Background: an optimization exercise with open tools, aiming at small area. Do not read the settings as production practice. The RTL was checked by simulation tests, not by an equivalence proof against the original design. Power is estimated from default activity; no workload was simulated.

`design/flow/config.mk`:
```
export PLATFORM = sky130hd
export DESIGN_NAME = UART_Register_Top
export DESIGN_NICKNAME = UART_Register_Top
export VERILOG_FILES = /design/flow/design.v
export SDC_FILE = /design/flow/constraint.sdc
export NUM_CORES = 4
export LEC_CHECK = 0
export CAP_MARGIN = 20
export CORE_MARGIN = 2
export CORE_UTILIZATION = 40
export SLEW_MARGIN = 20
```
`design/flow/constraint.sdc`:
```
create_clock -name core_clock -period 10.0 [get_ports {PCLK}]
set_input_delay 2.0000 -clock core_clock [delete_from_list [all_inputs] [get_ports {PCLK}]]
set_output_delay 2.0000 -clock core_clock [all_outputs]
set_load 0.01 [all_outputs]
```
`design/flow/design.v`:
```
module FIFO(
    input               clk,
    input               reset,
    input               rd,
    input               wr,
    input   [B-1:0]     wr_data,
    output              empty,
    output              full,
    output  [B-1:0]     rd_data
);
parameter               B = 8;
parameter               W = 4;
reg         [B-1:0]     array_reg[2**W-1:0];
reg         [W-1:0]     wr_ptr_reg, wr_ptr_next;
reg         [W-1:0]     rd_ptr_reg, rd_ptr_next;
reg                     full_reg, full_next;
reg                     empty_reg, empty_next;
always@(posedge clk or negedge reset)begin
    if(~reset)begin
        wr_ptr_reg <= 0;
        rd_ptr_reg <= 0;
        full_reg   <= 0;
        empty_reg  <= 1;
    end
    else begin
        wr_ptr_reg <= wr_ptr_next;
        rd_ptr_reg <= rd_ptr_next;
        full_reg   <= full_next;
        empty_reg  <= empty_next;
    end
end
always@(posedge clk)
    if(wr & (~full_reg))  
        array_reg[wr_ptr_reg] <= wr_data;
assign rd_data = array_reg[rd_ptr_reg];
always@(*)begin
    rd_ptr_next     = rd_ptr_reg;
    wr_ptr_next     = wr_ptr_reg;
    full_next       = full_reg;
    empty_next      = empty_reg;
    case({wr, rd})
        2'b01:  
        if(~empty_reg)begin  
            rd_ptr_next = rd_ptr_reg + 1;
            full_next   = 1'b0;  
            if(rd_ptr_next == wr_ptr_reg)  
                empty_next = 1'b1;
        end
        2'b10:  
        if(~full_reg)begin  
            wr_ptr_next = wr_ptr_reg + 1;
            empty_next  = 1'b0;  
            if(wr_ptr_next == rd_ptr_reg) 
                full_next = 1'b1;
        end
        2'b11: begin 
        rd_ptr_next = rd_ptr_reg + 1;
        wr_ptr_next = wr_ptr_reg + 1;
        end
        default: ;
    endcase
end
assign full  = full_reg;
assign empty = empty_reg;
endmodule
module clk_div(
    input        clk,
    input        reset,
    output reg   o_clk_rx,
    output reg   o_clk_tx
);
reg [9:0] r_cnt;
always@(posedge clk or negedge reset)begin
    if(~reset)
        r_cnt <= 10'd0;
    else if(r_cnt == 10'd650)
        r_cnt <= 10'd0;
    else
        r_cnt <= r_cnt + 10'd1;
end
always@(posedge clk or negedge reset)begin
    if(~reset)
        o_clk_rx <= 1'b0;
    else if(r_cnt == 10'd650)
        o_clk_rx <= 1'b1;
    else
        o_clk_rx <= 1'b0;
end
always@(posedge clk or negedge reset)begin
    if(~reset)
        o_clk_tx <= 1'b0;
    else if(r_cnt == 10'd650)
        o_clk_tx <= 1'b1;
    else
        o_clk_tx <= 1'b0;
end
endmodule
module UART_TX(
    input           clk,
    input           reset,
    input           i_clk_tx,
    input           TxStart,  
    input   [7:0]   i_switch,
    output          TxDone,
    output  reg     o_txd
);
parameter           IDLE    = 0,
                    START   = 1,
                    D0      = 2,
                    D1      = 3,
                    D2      = 4,
                    D3      = 5,
                    D4      = 6,
                    D5      = 7,
                    D6      = 8,
                    D7      = 9,
                    STOP    = 10;
reg     [3:0]       tx_state, next_tx_state, r_tx_cnt;
reg                 r_TxDone;
always@(posedge clk or negedge reset)begin
    if(~reset)
        tx_state <= IDLE;
    else if(next_tx_state == START)
        tx_state <= START;
    else if(i_clk_tx && r_tx_cnt == 4'd15)
        tx_state <= next_tx_state;
end
always@(*)begin
    o_txd = 1'b1;
    next_tx_state = tx_state;
    case(tx_state)
    IDLE    :   begin
        if(TxStart)begin
            o_txd = 1'b1;
            next_tx_state = START;
        end
        else begin
            o_txd = 1'b1;
            next_tx_state = IDLE;
        end
    end
    START   :   begin
        o_txd = 1'b0;
        next_tx_state = D0;
    end
    D0      :   begin
        o_txd = i_switch[0];
        next_tx_state = D1;
    end
    D1      :   begin
        o_txd = i_switch[1];
        next_tx_state = D2;
    end
    D2      :   begin
        o_txd = i_switch[2];
        next_tx_state = D3;
    end
    D3      :   begin
        o_txd = i_switch[3];
        next_tx_state = D4;
    end
    D4      :   begin
        o_txd = i_switch[4];
        next_tx_state = D5;
    end
    D5      :   begin
        o_txd = i_switch[5];
        next_tx_state = D6;
    end
    D6      :   begin
        o_txd = i_switch[6];
        next_tx_state = D7;
    end
    D7      :   begin
        o_txd = i_switch[7];
        next_tx_state = STOP;
    end
    STOP    :   begin
        o_txd = 1'b1;
        next_tx_state = IDLE;
    end
    endcase
end
always@(posedge clk or negedge reset)begin
    if(~reset)
        r_TxDone <= 0;
    else if(tx_state == STOP)
        r_TxDone <= 1;
    else
        r_TxDone <= 0;
end
assign TxDone =  ((tx_state == STOP) != r_TxDone) && r_TxDone;        
always@(posedge clk or negedge reset)begin
    if(~reset)
        r_tx_cnt <= 4'd0;
    else if(tx_state == IDLE)
        r_tx_cnt <= 4'd0;
    else if(i_clk_tx && (r_tx_cnt == 4'd15))
        r_tx_cnt <= 4'd0;
    else if(i_clk_tx) 
        r_tx_cnt <= r_tx_cnt + 4'd1;
end
endmodule
module UART_RX(
    input               clk,
    input               reset,
    input               i_clk_rx,
    input               i_rxd,
    output              RxDone,
    output reg          RxStopBit,
    output reg [7:0]    o_rx_data
);
parameter           IDLE    = 0,
                    START   = 1,
                    D0      = 2,
                    D1      = 3,
                    D2      = 4,
                    D3      = 5,
                    D4      = 6,
                    D5      = 7,
                    D6      = 8,
                    D7      = 9,
                    STOP    = 10;
reg                 r_before_IDLE, r_RxDone;
reg     [3:0]       rx_state, next_rx_state, r_rx_cnt, s_data;
reg     [7:0]       r_data;
always@(posedge clk or negedge reset)begin
    if(~reset)
        rx_state <= IDLE;
    else if(next_rx_state == START)
        rx_state <= START;
    else if(i_clk_rx && r_rx_cnt == 4'd15)
        rx_state <= next_rx_state;
end
always@(posedge clk or negedge reset)begin
    if(~reset)
        r_before_IDLE <= 1'b0;
    else if(i_clk_rx && (rx_state == IDLE))
        r_before_IDLE <= 1'b1;
    else if(rx_state == STOP)
        r_before_IDLE <= 1'b0;
end
always@(*)begin
    next_rx_state = rx_state;
    case(rx_state)
    IDLE    :   begin
        if(~i_rxd && reset && r_before_IDLE)begin
            next_rx_state = START;
        end
        else begin
            next_rx_state = IDLE;
        end
    end
    START   :   begin
        next_rx_state = D0;
    end
    D0      :   begin
        next_rx_state = D1;
    end
    D1      :   begin
        next_rx_state = D2;
    end
    D2      :   begin
        next_rx_state = D3;
    end
    D3      :   begin
        next_rx_state = D4;
    end
    D4      :   begin
        next_rx_state = D5;
    end
    D5      :   begin
        next_rx_state = D6;
    end
    D6      :   begin
        next_rx_state = D7;
    end
    D7      :   begin
        next_rx_state = STOP;
    end
    STOP    :   begin
        next_rx_state = IDLE;
    end
    endcase
end
always@(posedge clk or negedge reset)begin
    if(~reset)
        r_data <= 8'd0;
    else if(r_rx_cnt == 4'd15 && rx_state >= D0 && rx_state <= D7)
        r_data[rx_state[2:0] - 3'd2] <= s_data[3];
end
always@(posedge clk or negedge reset)begin
    if(~reset)
        o_rx_data <= 8'd0;
    else if(rx_state == STOP)
        o_rx_data <= r_data;
end
always@(posedge clk or negedge reset)begin
    if(~reset)
        r_RxDone <= 0;
    else if(rx_state == STOP)
        r_RxDone <= 1;
    else
        r_RxDone <= 0;
end
assign RxDone    = ((rx_state == STOP) != r_RxDone) && r_RxDone;
always@(posedge clk or negedge reset)begin
    if(~reset)
        RxStopBit <= 1'b0;
    else if(RxDone)
        RxStopBit <= i_rxd;
end
always@(posedge clk or negedge reset)begin
    if(~reset) 
        r_rx_cnt <= 4'd0;
    else if(rx_state == IDLE)
        r_rx_cnt <= 4'd0;
    else if(i_clk_rx && (r_rx_cnt == 4'd15))
        r_rx_cnt <= 4'd0;
    else if(i_clk_rx) 
        r_rx_cnt <= r_rx_cnt + 4'd1;
end
always@(posedge clk or negedge reset)begin
    if(~reset)
        s_data <= 4'd0;
    else if(r_rx_cnt == 4'd0)
        s_data <= 4'd0;
    else if(r_rx_cnt == 4'd7)
        s_data[0] <= i_rxd;
    else if(r_rx_cnt == 4'd8)
        s_data[1] <= i_rxd;
    else if(r_rx_cnt == 4'd9)
        s_data[2] <= i_rxd;
    else if(r_rx_cnt == 4'd10)
        s_data[3] <= (s_data[2] & s_data[1]) | (s_data[1] & s_data[0]);
end
endmodule
module UART_Register(
    input               PCLK,
    input               PRESETn,
    input               PSEL,
    input               PENABLE,
    input               PWRITE,  
    input       [31:0]  PWDATA,
    input       [31:0]  PADDR,
    input               TxDone,
    input               RxStopBit,
    input               RxDone,
    input       [7:0]   RxData,
    output              TxStart,
    output      [7:0]   TxData,
    output              irqreq,
    output      [31:0]  PRDATA
);
reg [7:0] TxDbuffer;     
reg [7:0] RxDbuffer;     
wire [7:0] UBRR;         
reg [7:0] ControlReg0;   
reg [7:0] ControlReg1;   
reg [7:0] StatusReg;     
reg    r_TxBWrite, r_TxEn;
reg    r_RxDone, r_RxBRead;
wire   [7:0]     Tx_FIFOtoBuffer;
wire   TxFIFO_write;
wire   TxBWrite, RxBWrite, TxBRead, RxBRead;
wire   TxEmpty, TxFull, RxEmpty, RxFull;
wire   TxEn_edge, RxStart, RxDone_edge, RxBRead_edge;
wire   [7:0]     RxB;
wire   [3:0]       UBRRH;
wire   TxEn, RxEn, TxCIE, RxCIE, CR0_en;
assign UBRR = 8'd0;
assign TxBWrite = PSEL && PENABLE && PWRITE    && (PADDR[7:0] == 8'h00);
assign TxBRead  = PSEL && PENABLE && (~PWRITE) && (PADDR[7:0] == 8'h00);
assign RxBRead  = PSEL && PENABLE && (~PWRITE) && (PADDR[7:0] == 8'h01);
FIFO                TX_FIFO(
    .clk(PCLK),
    .reset(PRESETn),
    .rd(TxStart),
    .wr(TxBWrite),
    .wr_data(PWDATA[7:0]),
    .empty(TxEmpty),  
    .full(TxFull),
    .rd_data(Tx_FIFOtoBuffer)
);
always@(posedge PCLK or negedge PRESETn)begin
    if(~PRESETn)
        TxDbuffer <= 0;
    else if(TxStart)  
        TxDbuffer <= Tx_FIFOtoBuffer;
end
assign TxStart = (TxEn_edge || TxDone) && ~TxEmpty;
assign TxData = TxDbuffer;  
always@(posedge PCLK or negedge PRESETn)begin
    if(~PRESETn)
        r_TxBWrite <= 0;
    else
        r_TxBWrite <= TxBWrite;
end
assign TxFIFO_write = (TxBWrite != r_TxBWrite) && TxBWrite;
always@(posedge PCLK or negedge PRESETn)begin
    if(~PRESETn)
        r_TxEn <= 0;
    else
        r_TxEn <= TxEn;
end
assign TxEn_edge = (TxEn != r_TxEn) && TxEn;
FIFO                RX_FIFO(
    .clk(PCLK),
    .reset(PRESETn),
    .rd(RxBRead_edge),
    .wr(RxStart),  
    .wr_data(RxDbuffer),
    .empty(RxEmpty),  
    .full(RxFull),
    .rd_data(RxB)
);
always@(posedge PCLK or negedge PRESETn)begin
    if(~PRESETn)
        RxDbuffer <= 0;
    else if(RxDone)  
        RxDbuffer <= RxData;
end
assign RxStart = RxDone_edge && ControlReg0[1];
always@(posedge PCLK or negedge PRESETn)begin
    if(~PRESETn)
        r_RxDone <= 0;
    else
        r_RxDone <= RxDone;
end
assign RxDone_edge = (RxDone != r_RxDone) && r_RxDone;
always@(posedge PCLK or negedge PRESETn)begin
    if(~PRESETn)
        r_RxBRead <= 0;
    else
        r_RxBRead <= RxBRead;
end
assign RxBRead_edge = (RxBRead != r_RxBRead) && RxBRead;
assign TxEn     = PWDATA[0] && CR0_en;            
assign RxEn     = PWDATA[1] && CR0_en;            
assign TxCIE    = PWDATA[2];           
assign RxCIE    = PWDATA[3];           
assign UBRRH    = PWDATA[7:4];         
assign CR0_en   = PSEL && PENABLE && PWRITE && (PADDR[7:0] == 8'h03);
always @(posedge PCLK or negedge PRESETn)begin
    if (~PRESETn)
        ControlReg0 <= 8'd0;
    else if(CR0_en)begin
        ControlReg0[0]      <= TxEn;
        ControlReg0[1]      <= RxEn;
        ControlReg0[2]      <= TxCIE;
        ControlReg0[3]      <= RxCIE;
        ControlReg0[7:4]    <= UBRRH;
    end
end
wire [1:0]  DLS; 
wire        STOP, PEN, EPS, CR1_en;
assign DLS      = PWDATA[1:0];  
assign STOP     = PWDATA[2];     
assign PEN      = PWDATA[3];     
assign EPS      = PWDATA[4];     
assign CR1_en   = PSEL && PENABLE && PWRITE && (PADDR[7:0] == 8'h04);
always@(posedge PCLK or negedge PRESETn)begin
    if(~PRESETn)
        ControlReg1 <= 8'd0;
    else if(CR1_en)begin
        ControlReg1[1:0] <= DLS;
        ControlReg1[2]   <= STOP;
        ControlReg1[3]   <= PEN;
        ControlReg1[4]   <= EPS;
    end
end
wire   RxC, TxC, UDRE, FE, DOR;
assign RxC  = RxDone;               
assign TxC  = TxEmpty;              
assign UDRE = TxEmpty;              
assign FE   = RxDone && ~RxStopBit;
assign DOR  = RxFull && RxEn;       
always@(posedge PCLK or negedge PRESETn)begin
    if(~PRESETn)
        StatusReg <= 8'd0;
    else begin
        StatusReg[0] <= RxC;
        StatusReg[1] <= TxC;
        StatusReg[2] <= UDRE;
        StatusReg[3] <= FE;
        StatusReg[4] <= DOR;
    end
end
wire   UBRR_Read, ControlReg0_Read, ControlReg1_Read, StatusReg_Read;
assign UBRR_Read         = PSEL && PENABLE && (~PWRITE) && (PADDR[7:0] == 8'h02);
assign ControlReg0_Read  = PSEL && PENABLE && (~PWRITE) && (PADDR[7:0] == 8'h03);
assign ControlReg1_Read  = PSEL && PENABLE && (~PWRITE) && (PADDR[7:0] == 8'h04);
assign StatusReg_Read    = PSEL && PENABLE && (~PWRITE) && (PADDR[7:0] == 8'h05);
assign PRDATA =     (TxBRead)          ? {24'd0, TxDbuffer} :
                    (RxBRead)          ? {24'd0, RxDbuffer} :
                    (UBRR_Read)        ? {24'd0, UBRR} :
                    (ControlReg0_Read) ? {24'd0, ControlReg0} :
                    (ControlReg1_Read) ? {24'd0, ControlReg1} :
                    (StatusReg_Read)   ? {24'd0, StatusReg} : 32'd0;
assign irqreq = (RxDone) ? 1'b1 : 1'b0;
endmodule
module UART_Register_Top(
    input               PCLK,
    input               PRESETn,
    output              irqreq,
    input       [31:0]  PADDR,
    input               PSEL,
    input               PENABLE,
    input               PWRITE,
    input       [31:0]  PWDATA,
    output              PREADY,  
    output      [31:0]  PRDATA,
    output              PSLVERR,  
    input               RxD,
    output              TxD
);
assign  PREADY  = 1'b1;
assign  PSLVERR = 1'b0;
wire                w_TxStart, w_clk_tx, w_clk_rx, w_RxDone, w_RxStopBit, w_TxDone;
wire    [7:0]       w_RxData, w_TxData;
UART_Register       UART_REG(
    .PCLK(PCLK),
    .PRESETn(PRESETn),
    .PSEL(PSEL),
    .PENABLE(PENABLE),
    .PWRITE(PWRITE),
    .PWDATA(PWDATA),
    .PADDR(PADDR),
    .TxDone(w_TxDone),
    .RxStopBit(w_RxStopBit),
    .RxDone(w_RxDone),
    .RxData(w_RxData),
    .TxData(w_TxData),  
    .TxStart(w_TxStart),
    .irqreq(irqreq),
    .PRDATA(PRDATA)
);
UART_TX             UART_TX(
    .clk(PCLK),
    .reset(PRESETn),
    .i_clk_tx(w_clk_tx),
    .TxStart(w_TxStart),
    .i_switch(w_TxData),
    .TxDone(w_TxDone),
    .o_txd(TxD)  
);
UART_RX             UART_RX(
    .clk(PCLK),
    .reset(PRESETn),
    .i_clk_rx(w_clk_rx),
    .i_rxd(RxD),
    .RxDone(w_RxDone),  
    .RxStopBit(w_RxStopBit),
    .o_rx_data(w_RxData)
);
clk_div             clk_gen(
    .clk(PCLK),
    .reset(PRESETn),
    .o_clk_rx(w_clk_rx),
    .o_clk_tx(w_clk_tx)  
);
endmodule
```
`design/flow/run.sh`:
```
#!/bin/bash
# synth_recipe.tcl (not shown) runs the flow's synth.tcl, then flattens the netlist and writes it again
# the make line also repeats each setting of config.mk as NAME=value (left out here)
make -C /OpenROAD-flow-scripts/flow DESIGN_CONFIG=/design/flow/config.mk WORK_HOME=/design/flow/orfs CLKGATE_MAP_FILE= SYNTH_SCRIPT=/design/flow/synth_recipe.tcl finish
```
==> impl_metrics.toml <==
[drt]
ant_nets = 0
first_iter_violations = 366
drt_wl_total_mm = 21.5
vias_per_cell = 5.27
drc = 0
wl_per_cell_um = 18.3
vias = 6196
drtPass1Iterations = 5

[layout]
largest_register_ffs = 128
nNetsFinal = 911
nFillCells = 2337
num_antenna_cells = 0
final_cell_mix = "edfxtp_1 (128), dfrtp_1 (103), nand2_1 (90)"
final_core_util = 0.461
syn_to_final_growth_pct = 13.4
layout_commonest_cell = "edfxtp_1"
drive_gt1_frac = 0.137

[clock_tree]
clk_latency_ns = 0.53
cts_tree = "done"
cts_max_level = 1
path_clk_slew_ns = 0.06
cts_buffers = 26
cts_root_buffer = "clkbuf_16"
post_cts_buffers = 0
cts_max_path_buffers = 3
cts.sinks = 234
hold_buffers = 0
post_cts_resized = 0

[die]
die_x_um = 166
io_pins = 106
die_area_um2 = 27700
coreArea_um2 = 26000
start_util = 0.406
num_rows = 59
dieHeight_um = 166

[sta]
tightest_slew_ns = 1.21
finalCriticalPeriod_ns = 6.89
finClkSkew_ns = 0.00955
max_slew_margin = 0.186
rsz0062_at_grt = "no"
drv_slew = 0
finalCritPeriodShare = 0.689
setup_viol = 0
fin_setup_tns_ns = 0
clock.fmax_mhz = 145
finalHoldViolCount = 0

[global_routing]
grtUsageTotal = 0.157
grt_antenna_before_repair = 0
grt_pass1_vias = 6338
grt_pass1_wl_mm = 34.7
grt-ovfl-total = 0
grt_max_degree = 62

[logic_synthesis]
synth-seq-area-share = 0.615
avgSynthCellArea_um2 = 13.4
synth_compound_area_frac = 0.0685
synthFlopType = "edfxtp_1"
synth_top_area_share = 0.364
synthTopCellsByArea = "edfxtp_1 (36%), dfrtp_1 (25%), mux4_2 (6.8%), nand2_1 (3.2%), mux2_2 (2.5%)"
yosys.area_share.simple = 0.115
muxShareOfSynthArea = 0.103
synth_seq_cells = 234
synth_edf_count = 128
ys_types = 64
synthCells = 791
async_flop_share = 0.453
yosysWarnings = 5
synthXorXnorAreaFrac = 0.0348
yosys.area.top_type = "edfxtp_1"
synth_top_family_by_area = "simple AND/OR/NAND/NOR gates"
synth.cell_area_um2 = 10600
synth_fa_ha_area_frac = 0.0237

[critical_path]
cp_slowest_stage_delay_ns = 1.02
cp_common_cell = "clkdlybuf4s50_1"
r2r_cells = 5
worstReg2RegEnd = "UART_REG.TxDbuffer[4]"
cpMaxStageDelayCell = "nor4_1"
r2r_slack_ns = 7.32
r2r_start = "UART_REG.TX_FIFO.rd_ptr_reg[0]"
crit_family = "simple AND/OR/NAND/NOR gates"
cp.buffers_inverters = 2
crit_path_cell_trace = "clkdlybuf4s50_1 -> nor4_1 -> nand3_1 -> nor2_1 -> a22oi_1 -> o21ai_0 -> clkdlybuf4s50_1"
path_class = "input pin to output pin"
crit_required_ns = 8.00
cp-end-kind = "output pin"
crit_start = "PADDR[5]"
cp.arrival_ns = 4.89
path_max_fanout = 5
critical_path.startpoint_type = "input pin"
worst-path-stages = 7

[power]
power_density_nw_per_um2 = 171
combinationalPowerShare = 0.021
power.internal_mw = 1.62
clkPwrFrac = 0.479
ir_drop_mv = 0.119
cellLeakagePower_nw = 4.71
p_sw_mw = 0.422
netSwitchingFraction = 0.206
seqPwrFrac = 0.500

[place]
io_buffers = 31
dpl.hpwl_mm = 13.9
gp_congestion = 0.815

[run]
cap_violations = 0

[hold_path]
hold-path-endpoint = "UART_REG.StatusReg[3]"
hold_depth = 1
holdCritStartpoint = "UART_RX.RxStopBit"
hold_path.class = "register to register"

[status]
status = "timing/DRC/antenna clean"
-- worst max-delay path by stage --
stage | end | slack (ns)
after floorplan | PRDATA[0] | 4.56
after global placement | PRDATA[1] | 3.22
after detailed placement | PRDATA[2] | 3.22
after CTS | PRDATA[2] | 3.21
after global routing | PRDATA[0] | 2.98
final | PRDATA[1] | 3.11
-- layer usage --
layer / part of all wire / routed length, um / GRT usage / vias to the layer above
li1: - / - / - / 2931
met1: 0.47 / 10200 / 0.227 / 3090
met2: 0.47 / 10000 / 0.250 / 142
met3: 0.045 / 960 / 0.0240 / 33
met4: 0.019 / 401 / 0.0416 / 0
met5: 0 / 0 / 0 / -
-- per-stage QoR --
step	cells	cell area [um2]	worst slack [ns]	power, mW	hold WS [ns]
floorplan	815	10700	4.56	1.06	0.398
CTS	1175	12000	3.21	2.07	0.427
detailed placement	1128	11100	3.22	1.09	0.424
global placement	1128	11100	3.22	1.08	0.416
finish	1175	12000	3.11	2.05	0.430
global route	1175	12000	2.98	2.12	0.444
-- synth_stat cells, types with 7 or more instances --
| cell | n |
|---|---|
| xor2_1 | 19 |
| mux2_2 | 23 |
| nor2_1 | 38 |
| nand3_1 | 15 |
| nand2_1 | 90 |
| ha_1 | 20 |
| a22o_1 | 8 |
| nor2b_1 | 11 |
| clkbuf_1 | 18 |
| a22oi_1 | 21 |
| nor3_1 | 12 |
| xnor2_1 | 23 |
| o21ai_0 | 19 |
| buf_4 | 28 |
| and3_1 | 7 |
| dfrtp_1 | 104 |
| mux4_2 | 32 |
| inv_1 | 23 |
| edfxtp_1 | 128 |
| a21oi_1 | 24 |
| and2_1 | 17 |
-- logic make-up after synthesis --
group / after synthesis
AND/OR/NAND/NOR: 240
adder cells (fa/ha/maj): 20
buffers and inverters: 81
other: 2
AO/OA/AOI/OAI: 107
XOR/XNOR: 42
multiplexers: 65
flip-flops: 234
-- power by group through the flow --
stage	clock network, mW	logic [mW]	registers, mW
after floorplan	0	0.0211	1.04
after global placement	0	0.0433	1.04
after detailed placement	0	0.0438	1.04
after CTS	1.00	0.0439	1.02
after global routing	1.05	0.0482	1.02
final	0.980	0.0429	1.02
-- worst register-to-register path, delay by kind of cell, from the launching register on --
family	cells	cell delay [ns]
mux	2	0.90
flops	1	0.72
simple gates	1	0.14
buf+inv	1	0.48
compound gates	1	0.33
-- cell type report --
cell class	instances	area (um2)	area share
clock inverter	17	205	0.0171
clock buffer	30	676	0.0564
inverter	24	90.1	0.00753
timing repair buffer	35	338	0.0282
multi-input combinational	500	3740	0.313
sequential	234	6500	0.543
tap	335	419	0.0350

-- afterwards: timing with drivers on the ports --
The flow's constraints put no driver on any port. The routed layout listed below was extracted and timed again, unchanged, in two steps.
Step 1, drivers: a clkbuf_16 drives PCLK and a buf_2 each remaining input, both assumed.
Step 2 times the ports against the registers' clock, not the clock port: input delays grow and output delays shrink by t, the midpoint of the rising clock arrivals with the driver on.
Three values: no drivers, after step 1, after step 2; two values: the first two.
t, ns: 0.573
slack for setup (ns): 3.106 / 3.083 / 3.083
clock arrival spread, ns: 0.010 / 0.010
After both steps setup and hold are still met in this run. The setup slack of this run moves by -0.023 ns with the drivers and by -0.023 ns with both steps.
